This design comes from an exercise in tuning for small area, a short achievable clock period and few clock cycles per item on the open sky130 flow, not from production work.
At most, simulation tests tie the RTL to the original design; equivalence was not proved.
Function not checked in run 1: the RTL went through the layout flow alone.

<file path="flow/standard.sh">
#!/bin/bash
# synth_recipe.tcl (not shown) runs the flow's synth.tcl, then flattens the netlist and writes it again
# the make line also repeats each setting of config.mk as NAME=value (left out here)
make -C /OpenROAD-flow-scripts/flow DESIGN_CONFIG=/design/flow/config.mk WORK_HOME=/design/flow/orfs CLKGATE_MAP_FILE= SYNTH_SCRIPT=/design/flow/synth_recipe.tcl "${@:-finish}"
</file>
<file path="flow/constraint.sdc">
create_clock -name core_clock -period 15.0 [get_ports {clk}]
set_input_delay 3.0000 -clock core_clock [delete_from_list [all_inputs] [get_ports {clk}]]
set_output_delay 3.0000 -clock core_clock [all_outputs]
set_load 0.01 [all_outputs]
</file>
<file path="flow/flow/run.sh">
#!/bin/bash
# The standard layout, with timing repair aiming at 11.0 ns of setup slack
# instead of 0, and the port buffers made with buf_4 cells; the clock and the
# constraints stay the design's.
set -o pipefail
bash standard.sh SETUP_SLACK_MARGIN=11.0 "BUFFER_PORTS_ARGS=-buffer_cell sky130_fd_sc_hd__buf_4" finish > standard.log 2>&1
</file>
<file path="flow/config.mk">
export PLATFORM = sky130hd
export DESIGN_NAME = UT_TOP
export DESIGN_NICKNAME = UT_TOP
export VERILOG_FILES = /design/flow/design.v
export SDC_FILE = /design/flow/constraint.sdc
export NUM_CORES = 4
export LEC_CHECK = 0
export ABC_AREA = 1
export CAP_MARGIN = 20
export CORE_MARGIN = 2
export CORE_UTILIZATION = 40
export SLEW_MARGIN = 20
</file>
<file path="flow/design.v">
module UT_TOP (
    clk,
    rst_n,
    in_valid,
    in_time,
    out_valid,
    out_display,
    out_day
);
input        clk, rst_n, in_valid;
input [30:0] in_time;
output reg       out_valid;
output reg [3:0] out_display;
output reg [2:0] out_day;
reg [9:0]  R;      
reg [21:0] L;      
reg [10:0] R2;     
reg [7:0]  B;      
reg [3:0]  C2;     
reg [2:0]  W;      
reg        y20;    
reg        jf;     
reg        busy;
reg [4:0]  k;      
function ge11;       
    input [10:0] t;
    input [10:0] K;
    reg   [15:0] g, e;
    integer i, w;
    begin
        for (i = 0; i < 16; i = i + 1) begin
            g[i] = (i < 11) ? (t[i] & ~K[i]) : 1'b0;
            e[i] = (i < 11) ? ~(t[i] ^ K[i]) : 1'b1;
        end
        for (w = 1; w < 16; w = w * 2)
            for (i = 0; i < 16; i = i + 2 * w) begin
                g[i] = g[i + w] | (e[i + w] & g[i]);
                e[i] = e[i + w] & e[i];
            end
        ge11 = g[0] | e[0];
    end
endfunction
function ge24;       
    input [23:0] t;
    input [23:0] K;
    reg   [31:0] g, e;
    integer i, w;
    begin
        for (i = 0; i < 32; i = i + 1) begin
            g[i] = (i < 24) ? (t[i] & ~K[i]) : 1'b0;
            e[i] = (i < 24) ? ~(t[i] ^ K[i]) : 1'b1;
        end
        for (w = 1; w < 32; w = w * 2)
            for (i = 0; i < 32; i = i + 2 * w) begin
                g[i] = g[i + w] | (e[i + w] & g[i]);
                e[i] = e[i + w] & e[i];
            end
        ge24 = g[0] | e[0];
    end
endfunction
function [3:0] dd;
    input [3:0] d;      
    begin
        dd[0] = (~d[3] & ~d[2] & d[0]) | (d[2] & d[1] & ~d[0]) | (d[3] & ~d[0]);
        dd[1] = (~d[2] & d[1]) | (d[1] & d[0]) | (d[3] & ~d[0]);
        dd[2] = (d[2] & ~d[1] & ~d[0]) | (d[3] & d[0]);
        dd[3] = (d[2] & d[0]) | (d[2] & d[1]) | (d[3]);
    end
endfunction
function [3:0] inc10;
    input [3:0] d;      
    begin
        inc10[0] = (~d[0]);
        inc10[1] = (~d[3] & ~d[1] & d[0]) | (d[1] & ~d[0]);
        inc10[2] = (~d[2] & d[1] & d[0]) | (d[2] & ~d[1]) | (d[2] & ~d[0]);
        inc10[3] = (d[2] & d[1] & d[0]) | (d[3] & ~d[0]);
    end
endfunction
function [2:0] w4;
    input [2:0] w;      
    input       a, b;
    begin
        w4[0] = (~w[2] & ~w[1] & ~w[0] & b) | (~w[1] & w[0] & a & ~b) | (~w[2] & w[1] & ~w[0] & ~b) | (w[1] & w[0] & b) | (~w[1] & ~w[0] & ~a & b) | (w[2] & w[0] & ~b) | (w[2] & w[1] & a & b) | (w[2] & w[1] & ~a & ~b);
        w4[1] = (~w[2] & ~w[1] & ~w[0] & ~a) | (~w[2] & ~w[1] & ~a & ~b) | (~w[2] & w[0] & a & b) | (~w[2] & ~w[0] & ~a & ~b) | (~w[2] & w[1] & a & b) | (w[1] & w[0] & a) | (w[2] & ~w[1] & a & ~b) | (w[2] & w[0] & ~a & b) | (w[2] & w[1] & ~a & b);
        w4[2] = (~w[2] & ~w[0] & a) | (~w[2] & ~w[1] & w[0] & ~a & ~b) | (w[2] & ~w[0] & ~a) | (w[2] & w[0] & a & b) | (w[1] & ~w[0] & ~a & b) | (~w[1] & ~w[0] & a & ~b);
    end
endfunction
function [2:0] w1;
    input [2:0] w;      
    input       a;
    begin
        w1[0] = (~w[2] & ~w[1] & ~a) | (~w[2] & w[1] & a) | (w[2] & ~w[1] & ~w[0] & a) | (w[2] & w[1] & ~a);
        w1[1] = (~w[2] & ~w[1] & ~w[0] & ~a) | (~w[2] & w[0] & a) | (w[1] & w[0]) | (w[2] & w[0] & ~a) | (w[2] & w[1] & a);
        w1[2] = (~w[2] & ~w[1] & a) | (w[2] & ~w[1] & ~w[0]) | (~w[1] & w[0] & ~a);
    end
endfunction
reg  pm0, pm1, h0, n0, h1, n1, mon;           
wire k1  = (k == 5'd1);
wire k8  = (k == 5'd8);
wire k9  = (k == 5'd9);
wire k10 = (k == 5'd10);
wire k11 = (k == 5'd11);
wire [4:0] kn = busy ? k + 5'd1 : 5'd1;       
always @(posedge clk) begin
    pm0 <= (kn <= 5'd8);                                      
    pm1 <= (kn <= 5'd7);                                      
    h0  <= (kn == 5'd9) || (kn == 5'd10);                     
    h1  <= (kn == 5'd8) || (kn == 5'd9) || (kn == 5'd10);     
    n0  <= (kn >= 5'd11) && (kn <= 5'd13);                    
    n1  <= (kn >= 5'd11) && (kn <= 5'd13);
    mon <= (kn == 5'd10) || (kn == 5'd11);                    
end
function [10:0] step;    
    input [10:0] t;
    input        m, h, n;
    reg          q6, q9, q96;
    reg   [10:0] d6, d9, d96;
    begin
        q6  = ge11(t, 11'd675);
        q9  = ge11(t, 11'd900);
        q96 = ge11(t, 11'd960);
        d6  = t - 11'd675;
        d9  = t - 11'd900;
        d96 = t - 11'd960;
        if (m && q6)       step = {1'b1, d6[9:0]};
        else if (h && q9)  step = {1'b1, d9[9:0]};
        else if (n && q96) step = {1'b1, d96[9:0]};
        else               step = {1'b0, t[9:0]};
    end
endfunction
wire [10:0] s0 = step({R, L[21]}, pm0, h0, n0);
wire [10:0] s1 = step({s0[9:0], L[20]}, pm1, h1, n1);
wire        q0 = s0[10];
wire        q1 = s1[10];
function [11:0] rstep2;
    input [11:0] t;
    input [11:0] kk;
    reg   [12:0] g, p;    
    reg   [12:0] b;       
    integer i, lvl, j;
    reg   [12:0] G, P;
    begin
        for (i = 0; i < 12; i = i + 1) begin
            g[i] = ~t[i] & kk[i];
            p[i] = ~(t[i] ^ kk[i]);
        end
        g[12] = 1'b0; p[12] = 1'b0;
        G = g; P = p;
        for (lvl = 1; lvl < 16; lvl = lvl * 2)
            for (i = 0; i < 12; i = i + 1)
                if ((i / lvl) % 2 == 1) begin
                    j = (i / lvl) * lvl - 1;
                    G[i] = G[i] | (P[i] & G[j]);
                    P[i] = P[i] & P[j];
                end
        b[0] = 1'b0;
        for (i = 1; i < 13; i = i + 1) b[i] = G[i - 1];
        rstep2[11] = ~b[12];
        for (i = 0; i < 11; i = i + 1)
            rstep2[i] = t[i] ^ (rstep2[11] & (kk[i] ^ b[i]));
    end
endfunction
function [11:0] step2;   
    input [11:0] t;
    input        mo;
    begin
        step2 = rstep2(t, mo ? 12'd1958 : 12'd1461);
    end
endfunction
wire        b0  = k1 ? 1'b0 : (pm0 && !k9) ? L[0] : (k9 || k10);
wire        b1  = pm0 ? q0 : k9;
wire [10:0] r2i = k10 ? {R2[10:2], 2'b01} : R2;
wire [11:0] u0  = step2({r2i, b0}, mon);
wire [11:0] u1  = step2({u0[10:0], b1}, mon);
wire [7:0] bb0 = {dd(B[7:4]), dd(B[3:0])};
wire [7:0] bb1 = {bb0[6:0], u0[11]};
wire [7:0] bb2 = {dd(bb1[7:4]), dd(bb1[3:0])};
wire [7:0] bb3 = {bb2[6:0], u1[11]};
wire [2:0] w2 = k8 ? w1(W, q0) : w4(W, q0, q1);
always @(posedge clk) begin
    if (!busy) begin
        R  <= {1'b0, in_time[30:22]};
        L  <= in_time[21:0];
        R2 <= 11'd1304;
        B  <= 8'h09;
        W  <= 3'd4;
    end else begin
        if (pm0 || h0 || n0) begin
            R <= s1[9:0];
            L <= {L[19:0], q0, q1};
        end
        if (pm0 || k9 || mon) begin
            R2 <= u1[10:0];
            if (!mon) B <= bb3;
        end
        if (pm0) W <= w2;
        if (mon) C2 <= {C2[1:0], u0[11], u1[11]};
        if (k1) y20 <= ge24({R[8:0], L[21:7]}, 24'd7395975);
        if (k10) jf <= ge11(R2, 11'd1224);
    end
end
always @(posedge clk or negedge rst_n) begin
    if (!rst_n) begin
        busy <= 1'b0;
        k    <= 5'd0;
    end else if (in_valid) begin
        busy <= 1'b1;
        k    <= 5'd1;
    end else if (busy) begin
        k    <= k + 5'd1;
        if (k == 5'd21) busy <= 1'b0;
    end
end
wire       jfc = k10 ? ge11(R2, 11'd1224) : jf;
wire       yc  = jfc && (B[3:0] == 4'd9);
wire [3:0] yt  = yc ? inc10(B[7:4]) : B[7:4];
wire [3:0] yo  = jfc ? inc10(B[3:0]) : B[3:0];
function [4:0] mbcd;
    input [3:0] m;      
    begin
        mbcd[0] = (~m[0]);
        mbcd[1] = (~m[3] & ~m[1] & ~m[0]) | (~m[2] & m[1] & m[0]) | (m[3] & m[0]);
        mbcd[2] = (~m[3] & ~m[2] & m[0]) | (~m[3] & ~m[2] & m[1]) | (m[2] & ~m[1] & ~m[0]);
        mbcd[3] = (m[2] & ~m[1] & m[0]) | (m[2] & m[1] & ~m[0]);
        mbcd[4] = (m[2] & m[1] & m[0]) | (m[3] & ~m[1]);
    end
endfunction
wire [4:0] mb = mbcd(C2);
wire       mt = mb[4];
wire [3:0] mo = mb[3:0];
reg [5:0] fld;
always @(*) begin
    if (k[4:1] == 4'd7)      fld = {1'b0, R2[10:6]};    
    else if (k[4:1] == 4'd8) fld = {1'b0, L[10:6]};     
    else if (k[4:1] == 4'd9) fld = L[5:0];              
    else                     fld = R[9:4];              
end
wire [3:0] dA   = dd({1'b0, fld[5:3]});
wire [3:0] dB   = dd({dA[2:0], fld[2]});
wire [3:0] dC   = dd({dB[2:0], fld[1]});
wire [6:0] fb   = {dA[3], dB[3], dC[3], dC[2:0], fld[0]};
wire       dinc = (k[4:1] == 4'd7);                      
wire [3:0] fo   = dinc ? inc10(fb[3:0]) : fb[3:0];
wire       tp1  = dinc && (fb[3:0] == 4'd9);            
wire [2:0] ft   = !tp1 ? fb[6:4] : (fb[5:4] == 2'd0) ? 3'd1 : (fb[5:4] == 2'd1) ? 3'd2 : 3'd3;
reg [3:0] digit;
always @(*) begin
    case (k)
        5'd8:    digit = y20 ? 4'd2 : 4'd1;
        5'd9:    digit = y20 ? 4'd0 : 4'd9;
        5'd10:   digit = yt;
        5'd11:   digit = yo;
        5'd12:   digit = {3'b000, mt};
        5'd13:   digit = mo;
        default: digit = k[0] ? fo : {1'b0, ft};
    endcase
end
wire [2:0] wday   = k8 ? w2 : W;
wire       outing = busy && (k >= 5'd8);
always @(posedge clk or negedge rst_n) begin
    if (!rst_n) begin
        out_valid   <= 1'b0;
        out_display <= 4'd0;
        out_day     <= 3'd0;
    end else if (outing) begin
        out_valid   <= 1'b1;
        out_display <= digit;
        out_day     <= wday;
    end else begin
        out_valid   <= 1'b0;
        out_display <= 4'd0;
        out_day     <= 3'd0;
    end
end
endmodule
</file>
==> impl_metrics.toml, run 1 <==
[run_status]
outcome = "timing/DRC/antenna clean"

[cells_and_area]
syn2layout_area_growth_pct = 16.3
final_cell_mix = "295 x nand2_1, 143 x inv_1, 84 x nor2_1"
drive_gt1_frac = 0.153
final_common_cell = "nand2_1"
n_antenna_cell = 0
final_nets = 1151

[timing]
fin_crit_sh = 0.257
finalSetupTns_ps = 0
fin_crit_ps = 3860
fin_worst_skew_ps = 7.86
setup_viol = 0
hold_violations = 0
max_freq_mhz = 259
rsz0062_at_grt = "no"
slew_headroom = 0.371
whs_ps = 500
worstMarginPinSlew_ps = 935
drv_slew = 0

[worst_setup_path]
crit_required_ps = 12000
r2r_slack_ps = 11240
worstSetupPathType = "reg2out"
slowest_delay_ps = 370
rr_endpoint = "R[5]"
cp_top_family = "flip-flops"
cp_max_fo = 1
worstSetupEndpointType = "output port"
slowest_stage = "dfrtp_1"
rr_worst_depth = 25
worstReg2RegStart = "R[5]"
startpoint_type = "register"
crit_arrival_ps = 860
cp_cell_sequence = "buf_4"
crit_buf_inv = 1

[place]
dpl.hpwl_um = 13700
io_buffer_count = 41
globalplace.congestion = 0.900

[die]
die_y_um = 135
start_util = 0.411
core_mm2 = 0.0166
dieWidth_um = 135
die_area_mm2 = 0.0182
fp-row-count = 47
ioPinCount = 42

[clocking]
htreeDepth = 3
cts_buffer_depth = 2
cts_sinks = 80
cts_tree = "done"
cts_root_buffer = "clkbuf_16"
cts_hold_buf = 0
clk_latency_ps = 350
cts_made_buffers = 9
clk_pin_slew_ps = 60

[synth]
synth.distinct_cells = 60
synth-seq-cells = 80
avgSynthCellArea_um2 = 6.59
synthFlopType = "edfxtp_1"
synth_edf_count = 37
syn-num-nets = 1094
synthArstFlopShare = 0.175
yosys_warnings = 1
synth_cells = 1038
synth-seq-area-share = 0.299
syn_area_mm2 = 0.00684

[route]
drc = 0
drtIter0Drc = 423
wl_per_cell_um = 14.3
wl_um = 18900
vias_per_cell = 5.14
ant_nets = 0
vias = 6782
drt-pass1-iter-count = 5

[global_routing]
grt_max_degree = 55
grt_antenna_before_repair = 0
grtUsageTotal = 0.210
grt_pass1_vias = 6272
grt_first_pass_wirelength_um = 30400
grt_overflow = 0

[worst_hold_path]
min_from = "W[2]"
hp-class = "reg2reg"
hold_end = "W[2]"
holdPathStages = 2

[run]
drv_cap = 0
[through the flow]
step	worst slack (ps)	cells	area, um^2	utilization
finish	11140	1320	7950	0.478
global route	10990	1320	7950	0.478
CTS	11000	1295	7630	0.459
detailed placement	10620	1277	7310	0.440
global placement	10740	1277	7310	0.440
floorplan	11100	1038	6840	-
[repair_timing]
action | in CTS | in global routing
pin swaps | 1 | 8
setup endpoints to repair | 14 | 26
buffers inserted | 2 | 24
gates cloned | 0 | 1
resized for setup | 6 | 32
[area by class of cell]
cell class	count	area, um^2
clock buffer	13	250
clock inverter	3	42.5
fill	1703	8690
inverter	161	629
multi-input combinational	773	4180
sequential	80	2050
tap	220	275
timing repair buffer	70	526
[worst max-delay path by stage]
stage	cells after the start	slack (ps)	endpoint	startpoint
after global routing	30	10990	R2[1]	k[0]
after CTS	22	11000	R2[1]	mon
after global placement	30	10740	R2[5]	k[0]
final	1	11140	out_display[3]	out_display[3]
after detailed placement	30	10620	R2[7]	k[0]
after floorplan	31	11100	R2[1]	k[0]
[cells by family (layout without fill, tap and decap cells)]
| group | after synthesis | after routing | synth area share |
|---|---|---|---|
| AND/OR/NAND/NOR | 534 | 535 | 0.354 |
| adder cells (fa/ha/maj) | 22 | 22 | 0.0402 |
| AO/OA/AOI/OAI | 191 | 191 | 0.166 |
| buffers and inverters | 186 | 247 | 0.108 |
| XOR/XNOR | 25 | 25 | 0.0331 |
| flip-flops | 80 | 80 | 0.299 |
[layer usage]
layer	vias up	wire length, um	global-route usage	part of all wire
met2	175	8490	0.333	0.45
met3	36	858	0.0357	0.045
met1	3058	9170	0.290	0.49
met4	0	374	0.0719	0.020
li1	3513	-	-	-
met5	-	0	0	0
[cell usage after synthesis (4+ instances only)]
master	count	area (um^2)
a21oi_1	42	210
a31oi_1	15	93.8
clkbuf_1	15	56.3
clkinv_1	4	15.0
dfrtp_1	14	350
dfxtp_1	29	581
edfxtp_1	37	1110
ha_1	22	275
inv_1	148	556
inv_2	7	26.3
nand2_1	297	1110
nand2_2	13	81.3
nand3_1	67	335
nand3_2	4	40.0
nand4_1	18	113
nor2_1	86	323
nor2_2	5	31.3
nor3_1	14	70.1
nor4_1	5	31.3
o211ai_1	11	82.6
o21ai_0	69	345
o21ai_1	20	100
o21ai_2	4	35.0
o22ai_1	4	25.0
o31ai_1	4	30.0
xor2_1	23	201
[worst reg2reg max path, cell delays in order, from the launching register on]
cell and delay, ps:
edfxtp_1 520, ha_1 310, nand2_1 120, o21ai_1 90, inv_1 60, nand2_1 60, nand2_2 200, inv_2 130
nor2_1 110, o21ai_0 80, nand2_1 100, inv_1 80, ha_1 230, inv_1 110, nor2_1 50, nand2_1 60
nand2_1 90, o21ai_2 210, nand2_2 90, nand2_1 110, nand2_4 140, nand3_1 110, o21ai_1 100, or2_1 220
nand3_1 70, nand2_1 60
[flip-flops by register name (all words and copies together) (netlist names)]
register and cells:
pm1 1, W 3, B 8, mon 1
out_valid 1, C2 4, out_day 3, jf 1
L 22, h1 1, y20 1, h0 1
R 10, busy 1, k 5, out_display 4
n1 1, pm0 1, R2 11
==> inputs of run 2 (changes only) <==
--- a/flow/design.v
+++ b/flow/design.v
@@ -110,22 +110,39 @@
     n1  <= (kn >= 5'd11) && (kn <= 5'd13);
     mon <= (kn == 5'd10) || (kn == 5'd11);                    
 end
+function [10:0] rstep;
+    input [10:0] t;
+    input [10:0] kk;
+    reg   [11:0] g, p;    
+    reg   [11:0] b;       
+    integer i, lvl, j;
+    reg   [11:0] G, P;
+    begin
+        for (i = 0; i < 11; i = i + 1) begin
+            g[i] = ~t[i] & kk[i];
+            p[i] = ~(t[i] ^ kk[i]);
+        end
+        g[11] = 1'b0; p[11] = 1'b0;
+        G = g; P = p;
+        for (lvl = 1; lvl < 16; lvl = lvl * 2)
+            for (i = 0; i < 11; i = i + 1)
+                if ((i / lvl) % 2 == 1) begin
+                    j = (i / lvl) * lvl - 1;
+                    G[i] = G[i] | (P[i] & G[j]);
+                    P[i] = P[i] & P[j];
+                end
+        b[0] = 1'b0;
+        for (i = 1; i < 12; i = i + 1) b[i] = G[i - 1];
+        rstep[10] = ~b[11];
+        for (i = 0; i < 10; i = i + 1)
+            rstep[i] = t[i] ^ (rstep[10] & (kk[i] ^ b[i]));
+    end
+endfunction
 function [10:0] step;    
     input [10:0] t;
     input        m, h, n;
-    reg          q6, q9, q96;
-    reg   [10:0] d6, d9, d96;
-    begin
-        q6  = ge11(t, 11'd675);
-        q9  = ge11(t, 11'd900);
-        q96 = ge11(t, 11'd960);
-        d6  = t - 11'd675;
-        d9  = t - 11'd900;
-        d96 = t - 11'd960;
-        if (m && q6)       step = {1'b1, d6[9:0]};
-        else if (h && q9)  step = {1'b1, d9[9:0]};
-        else if (n && q96) step = {1'b1, d96[9:0]};
-        else               step = {1'b0, t[9:0]};
+    begin
+        step = rstep(t, ({11{m}} & 11'd675) | ({11{h}} & 11'd900) | ({11{n}} & 11'd960));
     end
 endfunction
 wire [10:0] s0 = step({R, L[21]}, pm0, h0, n0);
==> flow/flow/run.sh (replaced) <==
#!/bin/bash
# The standard layout, with timing repair aiming at 10.8 ns of setup slack
# instead of 0, and the port buffers made with buf_4 cells; the clock and the
# constraints stay the design's.
set -o pipefail
bash standard.sh SETUP_SLACK_MARGIN=10.8 "BUFFER_PORTS_ARGS=-buffer_cell sky130_fd_sc_hd__buf_4" finish > standard.log 2>&1
==> impl_metrics.toml, run 2 <==
[run_status]
outcome = "timing/DRC/antenna clean"

[synth]
synth_most_common_cell = "nand2_1"
synthArstFlopShare = 0.175
yosysTopAreaCell = "edfxtp_1"
synth_area_leaders = "edfxtp_1 18%, nand2_1 14%, dfxtp_1 9.2%, inv_1 8.0%, nand3_1 6.1%"
synth-compound-area-share = 0.167
synth.distinct_cells = 52
synth_fa_ha_area_frac = 0.0458
synth_top_area_frac = 0.177
syn-num-nets = 981
synth_top_family_by_area = "simple AND/OR/NAND/NOR gates"
synth-seq-area-share = 0.325
avgSynthCellArea_um2 = 6.79
synth_xor_area_frac = 0.0333
yosys_warnings = 1
synth-seq-cells = 80
synth_commonest_cells = "242 x nand2_1, 134 x inv_1, 77 x nand3_1, 72 x nor2_1, 60 x o21ai_0"
synthFlopType = "edfxtp_1"
synthSimpleGateAreaFrac = 0.320
synthMuxAreaShare = 0
syn_area_mm2 = 0.00628
synth_edf_count = 37
synth_cells = 924

[global_routing]
grt_overflow = 0
grt_max_degree = 52
grt_pass1_vias = 5509
grt_first_pass_wirelength_um = 26400
grtUsageTotal = 0.197
grt_antenna_before_repair = 0

[clocking]
cts_hold_buf = 0
clk_pin_slew_ps = 60
cts_buffer_depth = 2
cts_root_buffer = "clkbuf_16"
htreeDepth = 3
cts_sinks = 80
clk_latency_ps = 350
cts_tree = "done"
cts_made_buffers = 9

[worst_setup_path]
crit_required_ps = 15080
cp_max_fo = 13
cp_top_family = "simple AND/OR/NAND/NOR gates"
worstSetupPathType = "reg2reg"
worstSetupEndpointType = "register"
slowest_stage = "dfxtp_4"
crit_buf_inv = 7
startpoint_type = "register"
cpMostUsedCell = "inv_1"
crit_arrival_ps = 4050
slowest_delay_ps = 370

[timing]
fin_crit_ps = 3970
finalSetupTns_ps = 0
hold_violations = 0
layout_setup_ws_ps = 11030
setup_viol = 0
drv_slew = 0
fin_crit_sh = 0.265
fin_worst_skew_ps = 7.13
rsz0062_at_grt = "yes"
max_freq_mhz = 252
worstMarginPinSlew_ps = 663
slew_headroom = 0.554

[cells_and_area]
syn2layout_area_growth_pct = 18.2
post_layout_nonfiller_instances = 1189
n_fill_cell = 1543
drive_gt1_frac = 0.155
largest_register_ffs = 22
largestRegisters = "L (22), R2 (11), R (10)"
n_antenna_cell = 0
final_common_cell = "nand2_1"
final_cell_mix = "238 x nand2_1, 131 x inv_1, 74 x nand3_1"
final_nets = 1030
top_register = "L"

[route]
drtIter0Drc = 415
drc = 0
wl_um = 16200
vias = 6053
vias_per_cell = 5.09
ant_nets = 0
wl_per_cell_um = 13.6
drt-pass1-iter-count = 6

[place]
dp_cells = 1154
globalplace.congestion = 0.877
dpl.hpwl_um = 11700
io_buffer_count = 41
dpl_worst_slack_ps = 10230

[die]
core_mm2 = 0.0153
ioPinCount = 42
dieWidth_um = 129
die_y_um = 129
die_area_mm2 = 0.0167
fp-row-count = 45
start_util = 0.411

[worst_hold_path]
hp-class = "reg2reg"

[run]
drv_cap = 0
-- run 2: area by class of cell --
cell class / count / area [um^2] / area share
Multi-Input combinational cell: 671 / 3710 / 0.500
Clock inverter: 6 / 108 / 0.0145
Timing Repair Buffer: 63 / 489 / 0.0659
Tap cell: 211 / 264 / 0.0356
Sequential cell: 80 / 2050 / 0.276
Clock buffer: 10 / 229 / 0.0309
Inverter: 148 / 574 / 0.0774
-- run 2: final timing paths --
kind                       depth (start not counted)    endpoint  start  slack, ps
min in group asynchronous                          1  out_day[2]  rst_n       2490
max in group asynchronous                          1        k[0]  rst_n      12330
hold reg to reg                                    2       R2[4]  R2[4]        490
setup reg to reg                                  25        R[1]     n0      11030
hold / removal                                     2       R2[4]  R2[4]        490
setup / recovery                                  25        R[1]     n0      11030
-- run 2: routing by layer --
| metal | GRT usage | part of all wire | vias to the layer above |
|---|---|---|---|
| met4 | 0.0646 | 0.016 | 0 |
| met2 | 0.300 | 0.44 | 137 |
| met5 | 0 | 0 | - |
| li1 | - | - | 3162 |
| met3 | 0.0252 | 0.040 | 20 |
| met1 | 0.290 | 0.50 | 2734 |
-- run 2: worst register-to-register path, delay by kind of cell (launching register included) --
kind | cells | cell delay [ps]
adders and majority gates | 2 | 510
AOI/OAI and AO/OA | 5 | 900
and+or+nand+nor | 9 | 990
xor gates and xnor gates | 2 | 340
buffers and inverters | 7 | 590
DFF | 1 | 370
-- run 2: cell families (layout without fill, tap and decap cells) --
family / Yosys count / in the layout
AOI/OAI and AO/OA: 175 / 175
DFF: 80 / 80
adders and majority gates: 23 / 23
xor gates and xnor gates: 23 / 23
and+or+nand+nor: 450 / 450
buffers and inverters: 173 / 227
-- run 2: per-stage QoR --
step / hold WS, ps / utilization / instance area [um^2]
2_1_floorplan: 463 / - / 6280
3_3_place_gp: 493 / 0.442 / 6740
3_5_place_dp: 483 / 0.442 / 6740
4_1_cts: 498 / 0.471 / 7190
5_1_grt: 533 / 0.486 / 7420
6_report: 493 / 0.486 / 7420
-- run 2: what timing repair did --
action | in CTS | in global routing
pin swaps | 4 | 9
setup buffers | 7 | 12
setup endpoints to repair | 26 | 27
resized for setup | 12 | 32
Testbench counts of run 2, summed over its fixed seeds: cycles 55,200, items 2,400.
==> inputs of run 3 (changes only) <==
==> flow/flow/run.sh (replaced) <==
#!/bin/bash
# The standard layout, with timing repair aiming at 11.2 ns of setup slack
# instead of 0, and the port buffers made with buf_4 cells; the clock and the
# constraints stay the design's.
set -o pipefail
bash standard.sh SETUP_SLACK_MARGIN=11.2 "BUFFER_PORTS_ARGS=-buffer_cell sky130_fd_sc_hd__buf_4" finish > standard.log 2>&1
==> impl_metrics.toml, run 3 <==
[worst_setup_path]
worstSetupPathType = "reg2out"
rr_endpoint = "R[1]"
startpoint_type = "register"
crit_required_ps = 12000
worstReg2RegStart = "n0"
cp_top_family = "flip-flops"
rr_worst_depth = 28
slowest_stage = "dfrtp_1"
cp_cell_sequence = "buf_6"
crit_buf_inv = 1
crit_arrival_ps = 840
worstSetupEndpointType = "output port"
r2r_slack_ps = 11170
slowest_delay_ps = 370
cp_max_fo = 1

[route]
drtIter0Drc = 526
drc = 0
wl_per_cell_um = 14.1
drt-pass1-iter-count = 5
wl_um = 17300
vias_per_cell = 5.17
ant_nets = 0
vias = 6351

[clocking]
clk_latency_ps = 360
cts_hold_buf = 0
cts_tree = "done"
clk_pin_slew_ps = 60
htreeDepth = 3
cts_made_buffers = 9
cts_sinks = 80
cts_root_buffer = "clkbuf_16"
cts_buffer_depth = 2

[die]
core_mm2 = 0.0153
die_area_mm2 = 0.0167
fp-row-count = 45
dieWidth_um = 129
ioPinCount = 42
die_y_um = 129
start_util = 0.411

[cells_and_area]
final_cell_mix = "231 x nand2_1, 123 x inv_1, 87 x buf_4"
syn2layout_area_growth_pct = 26.3
top_register = "L"
n_antenna_cell = 0
n_fill_cell = 1490
multi_input_area_mm2 = 0.00389
drive_gt1_frac = 0.224
largest_register_ffs = 22
final_common_cell = "nand2_1"
largestRegisters = "L (22), R2 (11), R (10)"
post_layout_nonfiller_instances = 1229
final_nets = 1070
regArea_mm2 = 0.00206

[synth]
syn-num-nets = 981
syn_area_mm2 = 0.00628
yosysTopAreaCell = "edfxtp_1"
yosys_warnings = 1
synth_edf_count = 37
avgSynthCellArea_um2 = 6.79
synthFlopType = "edfxtp_1"
synthArstFlopShare = 0.175
synth_commonest_cells = "242 x nand2_1, 134 x inv_1, 77 x nand3_1, 72 x nor2_1, 60 x o21ai_0"
synth.distinct_cells = 52
synth-seq-cells = 80
synth_cells = 924
synth-seq-area-share = 0.325
synth_most_common_cell = "nand2_1"
synth_area_leaders = "edfxtp_1 18%, nand2_1 14%, dfxtp_1 9.2%, inv_1 8.0%, nand3_1 6.1%"
synth_top_area_frac = 0.177

[global_routing]
grt_pass1_vias = 5873
grt_antenna_before_repair = 0
grt_overflow = 0
grtUsageTotal = 0.211
grt_first_pass_wirelength_um = 28000
grt_max_degree = 52

[place]
dpl.hpwl_um = 11900
dp_cells = 1154
io_buffer_count = 41
globalplace.congestion = 0.887

[timing]
fin_worst_skew_ps = 5.19
hold_violations = 0
slew_headroom = 0.358
worstMarginPinSlew_ps = 957
rsz0062_at_grt = "yes"
fin_crit_ps = 3840
max_freq_mhz = 260
drv_slew = 0
finalSetupTns_ps = 0
setup_viol = 0
fin_crit_sh = 0.256

[run]
drv_cap = 0

[run_status]
outcome = "timing/DRC/antenna clean"

[worst_hold_path]
min_from = "R2[4]"
holdPathStages = 2
hp-class = "reg2reg"
hold_end = "R2[4]"
-- run 3: worst register-to-register path: cells and delay by family, from the launching register on --
kind	cells	cell delay (ps)
buf+inv	12	1200
simple gates	11	1120
flops	1	350
compound gates	2	330
xor+xnor	2	310
fa+ha+maj	1	250
-- run 3: metal layers --
| layer | vias up | global-route usage | wire length (um) |
|---|---|---|---|
| met3 | 27 | 0.0306 | 747 |
| met4 | 0 | 0.0889 | 386 |
| li1 | 3234 | - | - |
| met2 | 167 | 0.329 | 7620 |
| met5 | - | 0 | 0 |
| met1 | 2923 | 0.294 | 8530 |
-- run 3: worst max path at each step --
stage | depth (start not counted) | endpoint | startpoint | slack (ps)
floorplan | 25 | R[7] | n0 | 11210
global placement | 25 | R[1] | n0 | 10560
detailed placement | 25 | R[1] | n0 | 10380
CTS | 1 | out_day[2] | out_day[2] | 11150
global route | 24 | R[3] | n0 | 10990
finish | 1 | out_display[2] | out_display[2] | 11160
-- run 3: kinds of logic after synthesis --
| kind of cell | after synthesis | share of synthesized area |
|---|---|---|
| buffers and inverters | 173 | 0.109 |
| AND/OR/NAND/NOR | 450 | 0.320 |
| adder cells (fa/ha/maj) | 23 | 0.0458 |
| flip-flops | 80 | 0.325 |
| XOR/XNOR | 23 | 0.0333 |
| AO/OA/AOI/OAI | 175 | 0.167 |
-- run 3: per-stage QoR --
step / util / cell area, um^2 / hold WS (ps) / setup WS, ps
after floorplan: - / 6290 / 463 / 11210
after CTS: 0.491 / 7490 / 510 / 11150
after global routing: 0.519 / 7930 / 543 / 10990
final: 0.519 / 7930 / 512 / 11160
after global placement: 0.443 / 6750 / 493 / 10560
after detailed placement: 0.443 / 6750 / 497 / 10380
-- run 3: final cells by class --
class                      instances  area share
clock inverter                     3     0.00253
tap                              211      0.0333
clock buffer                      13      0.0360
sequential                        80       0.260
timing repair buffer             101       0.105
inverter                         148      0.0725
multi-input combinational        672       0.491
timing repair inverter             1    0.000789
-- run 3: timing repair --
item	4_1_cts	5_1_grt
pin swaps	14	49
cloned	2	0
resized for setup	45	60
setup buffers	31	26
setup endpoints to repair	35	35
==> inputs of run 4 (changes only) <==
==> flow/flow/run.sh (replaced) <==
#!/bin/bash
# The standard layout, with timing repair aiming at 11.0 ns of setup slack
# instead of 0, and the port buffers made with buf_2 cells; the clock and the
# constraints stay the design's.
set -o pipefail
bash standard.sh SETUP_SLACK_MARGIN=11.0 "BUFFER_PORTS_ARGS=-buffer_cell sky130_fd_sc_hd__buf_2" finish > standard.log 2>&1
==> impl_metrics.toml, run 4 <==
[run_status]
outcome = "timing/DRC/antenna clean"

[synth]
yosysTopAreaCell = "edfxtp_1"
synth_cells = 924
avgSynthCellArea_um2 = 6.79
synthFlopType = "edfxtp_1"
synth_edf_count = 37
syn-num-nets = 981
synthArstFlopShare = 0.175
synth-seq-area-share = 0.325
yosys_warnings = 1
synth-seq-cells = 80
synth_commonest_cells = "242 x nand2_1, 134 x inv_1, 77 x nand3_1, 72 x nor2_1, 60 x o21ai_0"
synth_most_common_cell = "nand2_1"
synth_area_leaders = "edfxtp_1 18%, nand2_1 14%, dfxtp_1 9.2%, inv_1 8.0%, nand3_1 6.1%"
syn_area_mm2 = 0.00628
synth_top_area_frac = 0.177
synth.distinct_cells = 52

[clocking]
cts_sinks = 80
cts_made_buffers = 9
cts_root_buffer = "clkbuf_16"
cts_buffer_depth = 2
cts_hold_buf = 0
htreeDepth = 3
clk_pin_slew_ps = 60
cts_tree = "done"
clk_latency_ps = 350

[cells_and_area]
post_layout_nonfiller_instances = 1208
n_fill_cell = 1548
largest_register_ffs = 22
final_common_cell = "nand2_1"
final_nets = 1049
drive_gt1_frac = 0.182
fin_util = 0.490
syn2layout_area_growth_pct = 19.2
top_register = "L"
n_antenna_cell = 0
final_area_mm2 = 0.00748
final_cell_mix = "234 x nand2_1, 130 x inv_1, 74 x nand3_1"
largestRegisters = "L (22), R2 (11), R (10)"

[die]
ioPinCount = 42
dieWidth_um = 129
die_y_um = 129
core_mm2 = 0.0153
die_area_mm2 = 0.0167
start_util = 0.411
fp-row-count = 45

[worst_setup_path]
crit_required_ps = 12000
cp_top_family = "flip-flops"
crit_arrival_ps = 860
cp_cell_sequence = "buf_2"
slowest_delay_ps = 370
r2r_slack_ps = 11200
cp_max_fo = 1
worstReg2RegStart = "n0"
worstSetupEndpointType = "output port"
endpoint = "out_day[2]"
startpoint_type = "register"
crit_start = "out_day[2]"
cp.depth = 1
slowest_stage = "dfrtp_1"
worstSetupPathType = "reg2out"
crit_buf_inv = 1
rr_endpoint = "R[1]"
rr_worst_depth = 25

[timing]
max_freq_mhz = 259
drv_slew = 0
rsz0062_at_grt = "no"
worstMarginPinSlew_ps = 636
fin_crit_sh = 0.257
fin_worst_skew_ps = 8.09
layout_setup_ws_ps = 11140
setup_viol = 0
finalSetupTns_ps = 0
fin_crit_ps = 3860
hold_violations = 0
slew_headroom = 0.573

[route]
vias_per_cell = 5.08
wl_per_cell_um = 13.7
ant_nets = 0
drtIter0Drc = 483
wl_um = 16600
drc = 0
vias = 6138
drt-pass1-iter-count = 5

[place]
place_area_mm2 = 0.00664
dpl_worst_slack_ps = 10240
dp_cells = 1154
io_buffer_count = 41
globalplace.congestion = 0.866
dpl.hpwl_um = 11700

[global_routing]
grt_first_pass_wirelength_um = 27400
grt_pass1_vias = 5703
grtUsageTotal = 0.206
grt_antenna_before_repair = 0
grt_overflow = 0
grt_max_degree = 52

[worst_hold_path]
hp-class = "reg2reg"

[run]
drv_cap = 0
==> run 4: cell count changes in the layout (fill, tap and decap cells not counted), moves of 5 or more <==
cell   previous run  this run
inv_4             5         0
buf_2             0        41
inv_1           123       130
buf_4            87        38
inv_2            17        12
buf_6            12         0
==> run 4: through the flow <==
step | hold slack (ps)
finish | 509
floorplan | 463
global placement | 490
CTS | 510
detailed placement | 490
global route | 540
==> run 4: worst min path at each step <==
| stage | depth (start not counted) | to | from | slack [ps] |
|---|---|---|---|---|
| after detailed placement | 2 | R2[4] | R2[4] | 490 |
| after floorplan | 2 | R2[4] | R2[4] | 460 |
| after CTS | 2 | R2[4] | R2[4] | 510 |
| after global routing | 2 | R2[4] | R2[4] | 540 |
| after global placement | 2 | R2[4] | R2[4] | 490 |
| final | 2 | R2[4] | R2[4] | 510 |
==> run 4: kinds of logic after synthesis <==
logic type | Yosys count | synth area share
simple gates | 450 | 0.320
buf+inv | 173 | 0.109
fa+ha+maj | 23 | 0.0458
flops | 80 | 0.325
xor+xnor | 23 | 0.0333
compound gates | 175 | 0.167
==> run 4: repair_timing <==
action / 4_1_cts / 5_1_grt
gates resized for setup: 28 / 35
setup buffers: 17 / 20
gates cloned: 1 / 0
setup endpoints to repair: 27 / 27
pin swaps: 10 / 18
==> run 4: layout make-up <==
cell class / instances / area, um^2 / share of cell area
clock buffer: 13 / 240 / 0.0321
clock inverter: 3 / 42.5 / 0.00568
inverter: 148 / 577 / 0.0771
multi-input combinational: 672 / 3780 / 0.505
sequential: 80 / 2050 / 0.274
tap: 211 / 264 / 0.0353
timing repair buffer: 81 / 531 / 0.0709
==> run 4: per-layer routing <==
| layer | track usage | up-vias | routed length (um) |
|---|---|---|---|
| li1 | - | 3190 | - |
| met1 | 0.297 | 2749 | 8100 |
| met2 | 0.310 | 172 | 7210 |
| met3 | 0.0293 | 27 | 875 |
| met4 | 0.0806 | 0 | 368 |
| met5 | 0 | - | 0 |
==> inputs of run 5 (changes only) <==
==> flow/flow/run.sh (replaced) <==
#!/bin/bash
# The standard layout, with timing repair aiming at 11.0 ns of setup slack
# instead of 0, and the port buffers made with buf_1 cells; placement not routability driven.
# The clock and the constraints stay the design's.
set -o pipefail
bash standard.sh SETUP_SLACK_MARGIN=11.0 "BUFFER_PORTS_ARGS=-buffer_cell sky130_fd_sc_hd__buf_1"  finish > standard.log 2>&1
--- a/flow/config.mk
+++ b/flow/config.mk
@@ -9,4 +9,5 @@
 export CAP_MARGIN = 20
 export CORE_MARGIN = 2
 export CORE_UTILIZATION = 40
+export GPL_ROUTABILITY_DRIVEN = 0
 export SLEW_MARGIN = 20
==> impl_metrics.toml, run 5 <==
[worst_setup_path]
cp_cell_sequence = "buf_1"
startpoint_type = "register"
rr_endpoint = "R[1]"
crit_arrival_ps = 840
rr_worst_depth = 23
slowest_stage = "dfrtp_1"
worstReg2RegStart = "h0"
worstSetupEndpointType = "output port"
crit_buf_inv = 1
r2r_slack_ps = 11200
cp_max_fo = 1
worstSetupPathType = "reg2out"
cp_top_family = "flip-flops"
crit_required_ps = 12000
slowest_delay_ps = 360

[route]
vias_per_cell = 5.14
drc = 0
drt-pass1-iter-count = 5
ant_nets = 0
vias = 6189
drtIter0Drc = 528
wl_per_cell_um = 13.6
wl_um = 16400

[synth]
synthArstFlopShare = 0.175
avgSynthCellArea_um2 = 6.79
synth_commonest_cells = "242 x nand2_1, 134 x inv_1, 77 x nand3_1, 72 x nor2_1, 60 x o21ai_0"
synthFlopType = "edfxtp_1"
synth-seq-cells = 80
synth_area_leaders = "edfxtp_1 18%, nand2_1 14%, dfxtp_1 9.2%, inv_1 8.0%, nand3_1 6.1%"
synth.distinct_cells = 52
synth_top_area_frac = 0.177
synth_cells = 924
synth_most_common_cell = "nand2_1"
yosys_warnings = 1
yosysTopAreaCell = "edfxtp_1"
synth-seq-area-share = 0.325
syn-num-nets = 981
syn_area_mm2 = 0.00628
synth_edf_count = 37

[global_routing]
grtUsageTotal = 0.202
grt_max_degree = 52
grt_first_pass_wirelength_um = 27000
grt_antenna_before_repair = 0
grt_pass1_vias = 5542
grt_overflow = 0

[die]
ioPinCount = 42
die_area_mm2 = 0.0167
fp-row-count = 45
die_y_um = 129
dieWidth_um = 129
core_mm2 = 0.0153
start_util = 0.411

[place]
io_buffer_count = 41
dpl_worst_slack_ps = 10220
dpl.hpwl_um = 11700

[clocking]
clk_pin_slew_ps = 70
clk_latency_ps = 350
cts_buffer_depth = 2
cts_hold_buf = 0
cts_made_buffers = 9
cts_root_buffer = "clkbuf_16"
htreeDepth = 3
cts_tree = "done"
cts_sinks = 80

[timing]
worstMarginPinSlew_ps = 750
hold_violations = 0
whs_ps = 502
layout_setup_ws_ps = 11160
drv_slew = 0
fin_crit_sh = 0.256
fin_crit_ps = 3840
fin_worst_skew_ps = 9.46
slew_headroom = 0.500
rsz0062_at_grt = "no"
max_freq_mhz = 261
finalSetupTns_ps = 0
setup_viol = 0

[cells_and_area]
n_fill_cell = 1571
n_antenna_cell = 0
regArea_mm2 = 0.00205
final_cell_mix = "235 x nand2_1, 130 x inv_1, 75 x nand3_1"
multi_input_area_mm2 = 0.00372
largestRegisters = "L (22), R2 (11), R (10)"
final_common_cell = "nand2_1"
syn2layout_area_growth_pct = 17.4
top_register = "L"
final_nets = 1046
drive_gt1_frac = 0.135
largest_register_ffs = 22

[worst_hold_path]
hold_end = "R2[4]"
min_from = "R2[4]"
holdPathStages = 2
hp-class = "reg2reg"

[run]
drv_cap = 0

[run_status]
outcome = "timing/DRC/antenna clean"
## run 5: what timing repair did
| action | 4_1_cts | 5_1_grt |
|---|---|---|
| resized for setup | 22 | 35 |
| pin swaps | 7 | 17 |
| buffers inserted | 14 | 21 |
| endpoints found under the setup margin | 27 | 27 |
## run 5: cell type report
| type | count | area share |
|---|---|---|
| clock buffer | 12 | 0.0363 |
| clock inverter | 4 | 0.00340 |
| inverter | 148 | 0.0786 |
| multi-input combinational | 671 | 0.505 |
| sequential | 80 | 0.279 |
| tap | 211 | 0.0358 |
| timing repair buffer | 79 | 0.0618 |
## run 5: how the worst max path moves through the flow
stage / cells after the start / startpoint / slack, ps / endpoint
3_3_place_gp: 24 / n0 / 10410 / R[1]
3_5_place_dp: 24 / n0 / 10220 / R[1]
4_1_cts: 24 / n0 / 10990 / R[1]
5_1_grt: 23 / h0 / 10900 / R[1]
6_report: 1 / out_day[2] / 11160 / out_day[2]
2_1_floorplan: 25 / n0 / 11070 / R[7]
## run 5: per-layer routing
metal	vias up	track usage	part of all wire
li1	3193	-	-
met1	2819	0.294	0.50
met5	-	0	0
met2	152	0.305	0.43
met4	0	0.0742	0.021
met3	25	0.0285	0.048
## run 5: kinds of logic after synthesis
group                    after synthesis  share of synthesized area
AO/OA/AOI/OAI                        175                      0.167
XOR/XNOR                              23                     0.0333
AND/OR/NAND/NOR                      450                      0.320
adder cells (fa/ha/maj)               23                     0.0458
buffers and inverters                173                      0.109
flip-flops                            80                      0.325
## run 5: through the flow
| stage | area [um^2] | instances | util |
|---|---|---|---|
| 5_1_grt | 7370 | 1205 | 0.483 |
| 2_1_floorplan | 6280 | 924 | - |
| 3_3_place_gp | 6590 | 1154 | 0.432 |
| 6_report | 7370 | 1205 | 0.483 |
| 4_1_cts | 7070 | 1184 | 0.464 |
| 3_5_place_dp | 6590 | 1154 | 0.432 |
==> inputs of run 6 (changes only) <==
==> flow/flow/run.sh (replaced) <==
#!/bin/bash
# The standard layout, with timing repair aiming at 11.0 ns of setup slack
# instead of 0, and the port buffers made with buf_1 cells; no gate cloning in repair.
# The clock and the constraints stay the design's.
set -o pipefail
bash standard.sh SETUP_SLACK_MARGIN=11.0 "BUFFER_PORTS_ARGS=-buffer_cell sky130_fd_sc_hd__buf_1" SKIP_GATE_CLONING=1 finish > standard.log 2>&1
--- a/flow/config.mk
+++ b/flow/config.mk
@@ -9,5 +9,4 @@
 export CAP_MARGIN = 20
 export CORE_MARGIN = 2
 export CORE_UTILIZATION = 40
-export GPL_ROUTABILITY_DRIVEN = 0
 export SLEW_MARGIN = 20
==> impl_metrics.toml, run 6 <==
[run_status]
outcome = "timing/DRC/antenna clean"

[timing]
worstMarginPinSlew_ps = 746
layout_setup_ws_ps = 11160
fin_crit_sh = 0.256
max_freq_mhz = 261
setup_viol = 0
rsz0062_at_grt = "no"
finalSetupTns_ps = 0
fin_worst_skew_ps = 7.63
slew_headroom = 0.503
fin_crit_ps = 3840
hold_violations = 0
drv_slew = 0

[place]
io_buffer_count = 41
dpl.hpwl_um = 11700
globalplace.congestion = 0.865
dp_cells = 1154
place_area_mm2 = 0.00659
dpl_worst_slack_ps = 10220

[run]
drv_cap = 0

[synth]
yosysTopAreaCell = "edfxtp_1"
synth-seq-area-share = 0.325
syn_area_mm2 = 0.00628
synth_top_area_frac = 0.177
synthFlopType = "edfxtp_1"
synth_cells = 924
synth_edf_count = 37
synthArstFlopShare = 0.175
yosys_warnings = 1
synth.distinct_cells = 52
synth_commonest_cells = "242 x nand2_1, 134 x inv_1, 77 x nand3_1, 72 x nor2_1, 60 x o21ai_0"
syn-num-nets = 981
avgSynthCellArea_um2 = 6.79
synth-seq-cells = 80
synth_most_common_cell = "nand2_1"
synth_area_leaders = "edfxtp_1 18%, nand2_1 14%, dfxtp_1 9.2%, inv_1 8.0%, nand3_1 6.1%"

[global_routing]
grt_first_pass_wirelength_um = 27000
grtUsageMet2 = 0.305
grt_max_degree = 52
grt_antenna_before_repair = 0
busiest_layer = "met2"
use_met3 = 0.0285
grtUsageMet1 = 0.294
grt_overflow = 0
grt_pass1_vias = 5542
grtUsageTotal = 0.202

[clocking]
cts_made_buffers = 9
htreeDepth = 3
cts_root_buffer = "clkbuf_16"
cts_sinks = 80
clk_latency_ps = 350
cts_tree = "done"
clk_pin_slew_ps = 70
cts_buffer_depth = 2

[die]
die_y_um = 129
fp-row-count = 45
dieWidth_um = 129
ioPinCount = 42
core_mm2 = 0.0153
die_area_mm2 = 0.0167
start_util = 0.411

[cells_and_area]
final_common_cell = "nand2_1"
top_register = "L"
drive_gt1_frac = 0.138
final_area_mm2 = 0.00739
syn2layout_area_growth_pct = 17.7
regArea_mm2 = 0.00205
final_nets = 1048
largestRegisters = "L (22), R2 (11), R (10)"
largest_register_ffs = 22
fin_util = 0.484
final_cell_mix = "235 x nand2_1, 129 x inv_1, 75 x nand3_1"
multi_input_area_mm2 = 0.00372
n_fill_cell = 1566
post_layout_nonfiller_instances = 1207
n_antenna_cell = 0

[worst_setup_path]
worstSetupPathType = "reg2out"
crit_start = "out_day[2]"
worstReg2RegStart = "h0"
rr_worst_depth = 23
crit_arrival_ps = 840
crit_buf_inv = 1
cp_max_fo = 1
slowest_delay_ps = 360
endpoint = "out_day[2]"
crit_required_ps = 12000
cp_cell_sequence = "buf_1"
r2r_slack_ps = 11180
rr_endpoint = "R[1]"
worstSetupEndpointType = "output port"
slowest_stage = "dfrtp_1"
startpoint_type = "register"
cp.depth = 1
cp_top_family = "flip-flops"

[route]
drt-pass1-iter-count = 5
vias_per_cell = 5.13
ant_nets = 0
vias = 6190
drc = 0
drtIter0Drc = 520
wl_per_cell_um = 13.7
wl_um = 16500

[worst_hold_path]
hp-class = "reg2reg"

[power]
run 6: worst min path at each step:
stage          slack, ps    end  depth (start not counted)   from
3_5_place_dp         490  R2[4]                          2  R2[4]
3_3_place_gp         490  R2[4]                          2  R2[4]
2_1_floorplan        460  R2[4]                          2  R2[4]
5_1_grt              520  R2[4]                          2  R2[4]
6_report             500  R2[4]                          2  R2[4]
4_1_cts              510  R2[4]                          2  R2[4]
run 6: area by class of cell:
class	count	area share
Timing Repair Buffer	81	0.0642
Sequential cell	80	0.278
Inverter	148	0.0784
Tap cell	211	0.0357
Clock inverter	4	0.00339
Multi-Input combinational cell	671	0.504
Clock buffer	12	0.0362
run 6: what timing repair did:
item                                    4_1_cts  5_1_grt
pin swaps                                     7       18
hold buffers                                  0        0
buffers inserted                             14       23
gates cloned                                  0        0
endpoints found under the setup margin       27       27
resized for setup                            22       38
run 6: per-stage QoR:
| stage | hold slack, ps |
|---|---|
| 6_report | 504 |
| 5_1_grt | 519 |
| 4_1_cts | 507 |
| 3_5_place_dp | 487 |
| 3_3_place_gp | 487 |
| 2_1_floorplan | 463 |
run 6: cells by family after synthesis:
kind of cell,count (synthesis),share of synthesized area
AOI/OAI and AO/OA,175,0.167
DFF,80,0.325
and+or+nand+nor,450,0.320
xor gates and xnor gates,23,0.0333
buffers and inverters,173,0.109
adders and majority gates,23,0.0458
run 6: per-layer routing:
layer  wire length [um]  vias to the layer above
met5                  0                        -
met4                342                        0
met3                762                       24
met2               7200                      159
met1               8220                     2815
li1                   -                     3192
==> inputs of run 7 (changes only) <==
==> flow/flow/run.sh (replaced) <==
#!/bin/bash
# The standard layout, with timing repair aiming at 11.0 ns of setup slack
# instead of 0, and the port buffers made with buf_4 cells; the clock and the
# constraints stay the design's.
set -o pipefail
bash standard.sh SETUP_SLACK_MARGIN=11.0 "BUFFER_PORTS_ARGS=-buffer_cell sky130_fd_sc_hd__buf_4" finish > standard.log 2>&1
==> impl_metrics.toml, run 7 <==
[run_status]
outcome = "timing/DRC/antenna clean"

[worst_setup_path]
slowest_stage = "dfrtp_1"
worstSetupPathType = "reg2out"
slowest_delay_ps = 370
crit_buf_inv = 1
worstReg2RegStart = "n0"
rr_worst_depth = 25
r2r_slack_ps = 11190
cp_max_fo = 1
worstSetupEndpointType = "output port"
crit_arrival_ps = 860
cp_cell_sequence = "buf_4"
crit_required_ps = 12000
rr_endpoint = "R[8]"
startpoint_type = "register"
cp_top_family = "flip-flops"

[clocking]
cts_sinks = 80
htreeDepth = 3
clk_pin_slew_ps = 60
cts_tree = "done"
cts_root_buffer = "clkbuf_16"
clk_latency_ps = 350
cts_hold_buf = 0
cts_made_buffers = 9
cts_buffer_depth = 2

[timing]
worstMarginPinSlew_ps = 670
slew_headroom = 0.550
rsz0062_at_grt = "no"
hold_violations = 0
fin_crit_ps = 3860
fin_crit_sh = 0.257
whs_ps = 493
drv_slew = 0
setup_viol = 0
max_freq_mhz = 259
finalSetupTns_ps = 0
fin_worst_skew_ps = 7.01

[synth]
yosys_warnings = 1
synth_area_leaders = "edfxtp_1 18%, nand2_1 14%, dfxtp_1 9.2%, inv_1 8.0%, nand3_1 6.1%"
synth_commonest_cells = "242 x nand2_1, 134 x inv_1, 77 x nand3_1, 72 x nor2_1, 60 x o21ai_0"
synth.distinct_cells = 52
synthArstFlopShare = 0.175
synth_cells = 924
synth-seq-area-share = 0.325
synth-seq-cells = 80
synth_top_area_frac = 0.177
syn-num-nets = 981
synthFlopType = "edfxtp_1"
yosysTopAreaCell = "edfxtp_1"
syn_area_mm2 = 0.00628
avgSynthCellArea_um2 = 6.79
synth_most_common_cell = "nand2_1"
synth_edf_count = 37

[die]
ioPinCount = 42
die_y_um = 129
start_util = 0.411
core_mm2 = 0.0153
die_area_mm2 = 0.0167
dieWidth_um = 129
fp-row-count = 45

[route]
drt-pass1-iter-count = 5
ant_nets = 0
wl_um = 16600
vias = 6140
vias_per_cell = 5.10
wl_per_cell_um = 13.8
drc = 0
drtIter0Drc = 487

[worst_hold_path]
hold_end = "R2[4]"
holdPathStages = 2
min_from = "R2[4]"
hp-class = "reg2reg"

[cells_and_area]
syn2layout_area_growth_pct = 20.8
multi_input_area_mm2 = 0.00375
drive_gt1_frac = 0.179
n_fill_cell = 1537
final_common_cell = "nand2_1"
top_register = "L"
largest_register_ffs = 22
regArea_mm2 = 0.00205
final_cell_mix = "237 x nand2_1, 130 x inv_1, 74 x nand3_1, 74 x buf_4, 63 x nor2_1"
n_antenna_cell = 0
largestRegisters = "L (22), R2 (11), R (10)"
final_nets = 1044

[run]
drv_cap = 0

[global_routing]
grt_antenna_before_repair = 0
grt_overflow = 0
grt_max_degree = 52
grt_pass1_vias = 5574
grtUsageTotal = 0.199
grt_first_pass_wirelength_um = 26700

[place]
dpl.hpwl_um = 11700
io_buffer_count = 41
globalplace.congestion = 0.877
[run 7: worst max-delay path by stage]
stage          startpoint  depth (start not counted)  slack (ps)    endpoint
2_1_floorplan          n0                         25       11070        R[7]
3_3_place_gp           n0                         24       10410        R[1]
3_5_place_dp           n0                         24       10230        R[1]
4_1_cts                n0                         25       10990        R[1]
5_1_grt                n0                         25       10940        R[1]
6_report       out_day[0]                          1       11140  out_day[0]
[run 7: logic make-up (layout without fill, tap and decap cells)]
logic type,after synthesis,count (layout),synth area share
buffers and inverters,173,241,0.109
and+or+nand+nor,450,450,0.320
DFF,80,80,0.325
adders and majority gates,23,23,0.0458
AOI/OAI and AO/OA,175,175,0.167
xor gates and xnor gates,23,23,0.0333
[run 7: cell type report]
cell class,instances,area share
Timing Repair Buffer,77,0.0800
Sequential cell,80,0.271
Clock buffer,10,0.0302
Clock inverter,6,0.0142
Tap cell,211,0.0348
Inverter,148,0.0754
Multi-Input combinational cell,671,0.495
[run 7: metrics by stage]
stage | util | std cells | area [um^2] | setup slack, ps
after floorplan | - | 924 | 6280 | 11070
after global placement | 0.442 | 1154 | 6740 | 10410
after detailed placement | 0.442 | 1154 | 6740 | 10230
after CTS | 0.478 | 1187 | 7300 | 10990
after global routing | 0.497 | 1203 | 7580 | 10940
final | 0.497 | 1203 | 7580 | 11140
[run 7: metal layers]
metal | vias to the layer above | track usage | part of all wire
li1 | 3177 | - | -
met1 | 2797 | 0.291 | 0.50
met2 | 143 | 0.305 | 0.44
met3 | 23 | 0.0256 | 0.039
met4 | 0 | 0.0659 | 0.017
met5 | - | 0 | 0
[run 7: repair_timing]
item                                    CTS  global route
endpoints found under the setup margin   27            27
pin swaps                                 9            15
setup buffers                            17            16
resized for setup                        19            40
[run 7: tightest hold or removal path, stage by stage (launching register included)]
cell     delay (ps)
dfxtp_1         340
nand2_1          60
nand3_1          70
==> inputs of run 8 (changes only) <==
==> flow/flow/run.sh (replaced) <==
#!/bin/bash
# The standard layout, with timing repair aiming at 11.0 ns of setup slack
# instead of 0, and the port buffers made with buf_1 cells; the clock and the
# constraints stay the design's.
set -o pipefail
bash standard.sh SETUP_SLACK_MARGIN=11.0 "BUFFER_PORTS_ARGS=-buffer_cell sky130_fd_sc_hd__buf_1" finish > standard.log 2>&1
==> impl_metrics.toml, run 8 <==
[run_status]
outcome = "timing/DRC/antenna clean"

[clocking]
cts_buffer_depth = 2
htreeDepth = 3
clk_pin_slew_ps = 70
cts_made_buffers = 9
cts_tree = "done"
cts_sinks = 80
cts_root_buffer = "clkbuf_16"
clk_latency_ps = 350

[die]
fp-row-count = 45
start_util = 0.411
ioPinCount = 42
die_area_mm2 = 0.0167
dieWidth_um = 129
core_mm2 = 0.0153
die_y_um = 129

[global_routing]
grt_overflow = 0
grtUsageTotal = 0.202
grt_pass1_vias = 5542
grt_first_pass_wirelength_um = 27000
grt_max_degree = 52
grt_antenna_before_repair = 0

[synth]
avgSynthCellArea_um2 = 6.79
synth-seq-area-share = 0.325
synth_cells = 924
synth_most_common_cell = "nand2_1"
syn-num-nets = 981
synth_area_leaders = "edfxtp_1 18%, nand2_1 14%, dfxtp_1 9.2%, inv_1 8.0%, nand3_1 6.1%"
yosysTopAreaCell = "edfxtp_1"
synth_top_area_frac = 0.177
synth-seq-cells = 80
syn_area_mm2 = 0.00628
synth.distinct_cells = 52
synthArstFlopShare = 0.175
synth_edf_count = 37
synth_commonest_cells = "242 x nand2_1, 134 x inv_1, 77 x nand3_1, 72 x nor2_1, 60 x o21ai_0"
yosys_warnings = 1
synthFlopType = "edfxtp_1"

[worst_setup_path]
crit_arrival_ps = 840
rr_endpoint = "R[1]"
rr_worst_depth = 23
crit_required_ps = 12000
slowest_delay_ps = 360
worstReg2RegStart = "h0"
r2r_slack_ps = 11200
worstSetupPathType = "reg2out"
cp_max_fo = 1
cp.depth = 1
crit_buf_inv = 1
worstSetupEndpointType = "output port"
slowest_stage = "dfrtp_1"
startpoint_type = "register"
cp_top_family = "flip-flops"
crit_start = "out_day[2]"
cp_cell_sequence = "buf_1"
endpoint = "out_day[2]"

[route]
drt-pass1-iter-count = 5
vias_per_cell = 5.14
wl_per_cell_um = 13.6
vias = 6189
ant_nets = 0
drtIter0Drc = 528
drc = 0
wl_um = 16400

[place]
dpl.hpwl_um = 11700
io_buffer_count = 41
dp_cells = 1154
dpl_worst_slack_ps = 10220
globalplace.congestion = 0.865

[cells_and_area]
n_fill_cell = 1571
drive_gt1_frac = 0.135
regArea_mm2 = 0.00205
final_nets = 1046
syn2layout_area_growth_pct = 17.4
n_antenna_cell = 0
multi_input_area_mm2 = 0.00372
largest_register_ffs = 22
final_cell_mix = "235 x nand2_1, 130 x inv_1, 75 x nand3_1"
post_layout_nonfiller_instances = 1205
final_common_cell = "nand2_1"
largestRegisters = "L (22), R2 (11), R (10)"
top_register = "L"

[timing]
hold_violations = 0
fin_crit_sh = 0.256
rsz0062_at_grt = "no"
whs_ps = 502
worstMarginPinSlew_ps = 750
fin_crit_ps = 3840
finalSetupTns_ps = 0
slew_headroom = 0.500
setup_viol = 0
fin_worst_skew_ps = 9.46
drv_slew = 0
layout_setup_ws_ps = 11160
max_freq_mhz = 261

[run]
drv_cap = 0

[worst_hold_path]
hp-class = "reg2reg"
## run 8: layer usage
metal | track usage | part of all wire
met1 | 0.294 | 0.50
met2 | 0.305 | 0.43
met3 | 0.0285 | 0.048
met4 | 0.0742 | 0.021
met5 | 0 | 0
## run 8: timing repair
action | in CTS | in global routing
buffers inserted | 14 | 21
gates resized for setup | 22 | 35
endpoints found under the setup margin | 27 | 27
hold buffers | 0 | 0
pin swaps | 7 | 17
## run 8: area by class of cell
class	instances	share of cell area
clock buffer	12	0.0363
inverter	148	0.0786
clock inverter	4	0.00340
multi-input combinational	671	0.505
tap	211	0.0358
timing repair buffer	79	0.0618
sequential	80	0.279
## run 8: cell families after synthesis
family | after synthesis | share of synthesized area
buffers and inverters | 173 | 0.109
DFF | 80 | 0.325
and+or+nand+nor | 450 | 0.320
xor gates and xnor gates | 23 | 0.0333
adders and majority gates | 23 | 0.0458
AOI/OAI and AO/OA | 175 | 0.167
## run 8: worst min path at each step
stage	end	cells past startpoint	start
after detailed placement	R2[4]	2	R2[4]
after global placement	R2[4]	2	R2[4]
after floorplan	R2[4]	2	R2[4]
after global routing	R2[4]	2	R2[4]
after CTS	R2[4]	2	R2[4]
final	R2[4]	2	R2[4]
## run 8: per-stage QoR
step                       util  area, um^2
after floorplan               -        6280
after global placement    0.432        6590
after detailed placement  0.432        6590
after CTS                 0.464        7070
after global routing      0.483        7370
final                     0.483        7370

## port drivers added, routing unchanged
Ports are ideal in the flow. The routed layouts listed here were re-timed in OpenROAD. Step 1, drivers: a clkbuf_16 drives clk and a buf_2 each remaining input, both assumed. Step 2 moves the port delays by t, midway between the first and last clock arrival at a register: inputs arrive t later, outputs are due t later. That takes back most of the time a late clock gives input paths. Slacks: no drivers / after step 1 / after step 2; pairs: no drivers / after step 1.
run | t (ns) | setup slack, ns | hold WS [ns] | clock arrival spread, ns
run 1 | 0.389 | 11.140 / 11.098 / 11.235 | 0.500 / 0.500 / 0.500 | 0.008 / 0.007
run 2 | 0.383 | 11.027 / 11.027 / 11.027 | 0.493 / 0.493 / 0.493 | 0.007 / 0.008
run 3 | 0.400 | 11.157 / 11.112 / 11.169 | 0.512 / 0.512 / 0.512 | 0.005 / 0.006
run 4 | 0.392 | 11.141 / 11.096 / 11.201 | 0.509 / 0.509 / 0.509 | 0.008 / 0.008
run 5 | 0.387 | 11.162 / 11.119 / 11.198 | 0.502 / 0.502 / 0.502 | 0.009 / 0.009
run 6 | 0.389 | 11.161 / 11.118 / 11.182 | 0.504 / 0.504 / 0.504 | 0.008 / 0.008
run 7 | 0.385 | 11.144 / 11.105 / 11.193 | 0.493 / 0.493 / 0.493 | 0.007 / 0.007
run 8 | 0.387 | 11.162 / 11.119 / 11.198 | 0.502 / 0.502 / 0.502 | 0.009 / 0.009
After both steps setup and hold are still met in every run listed.
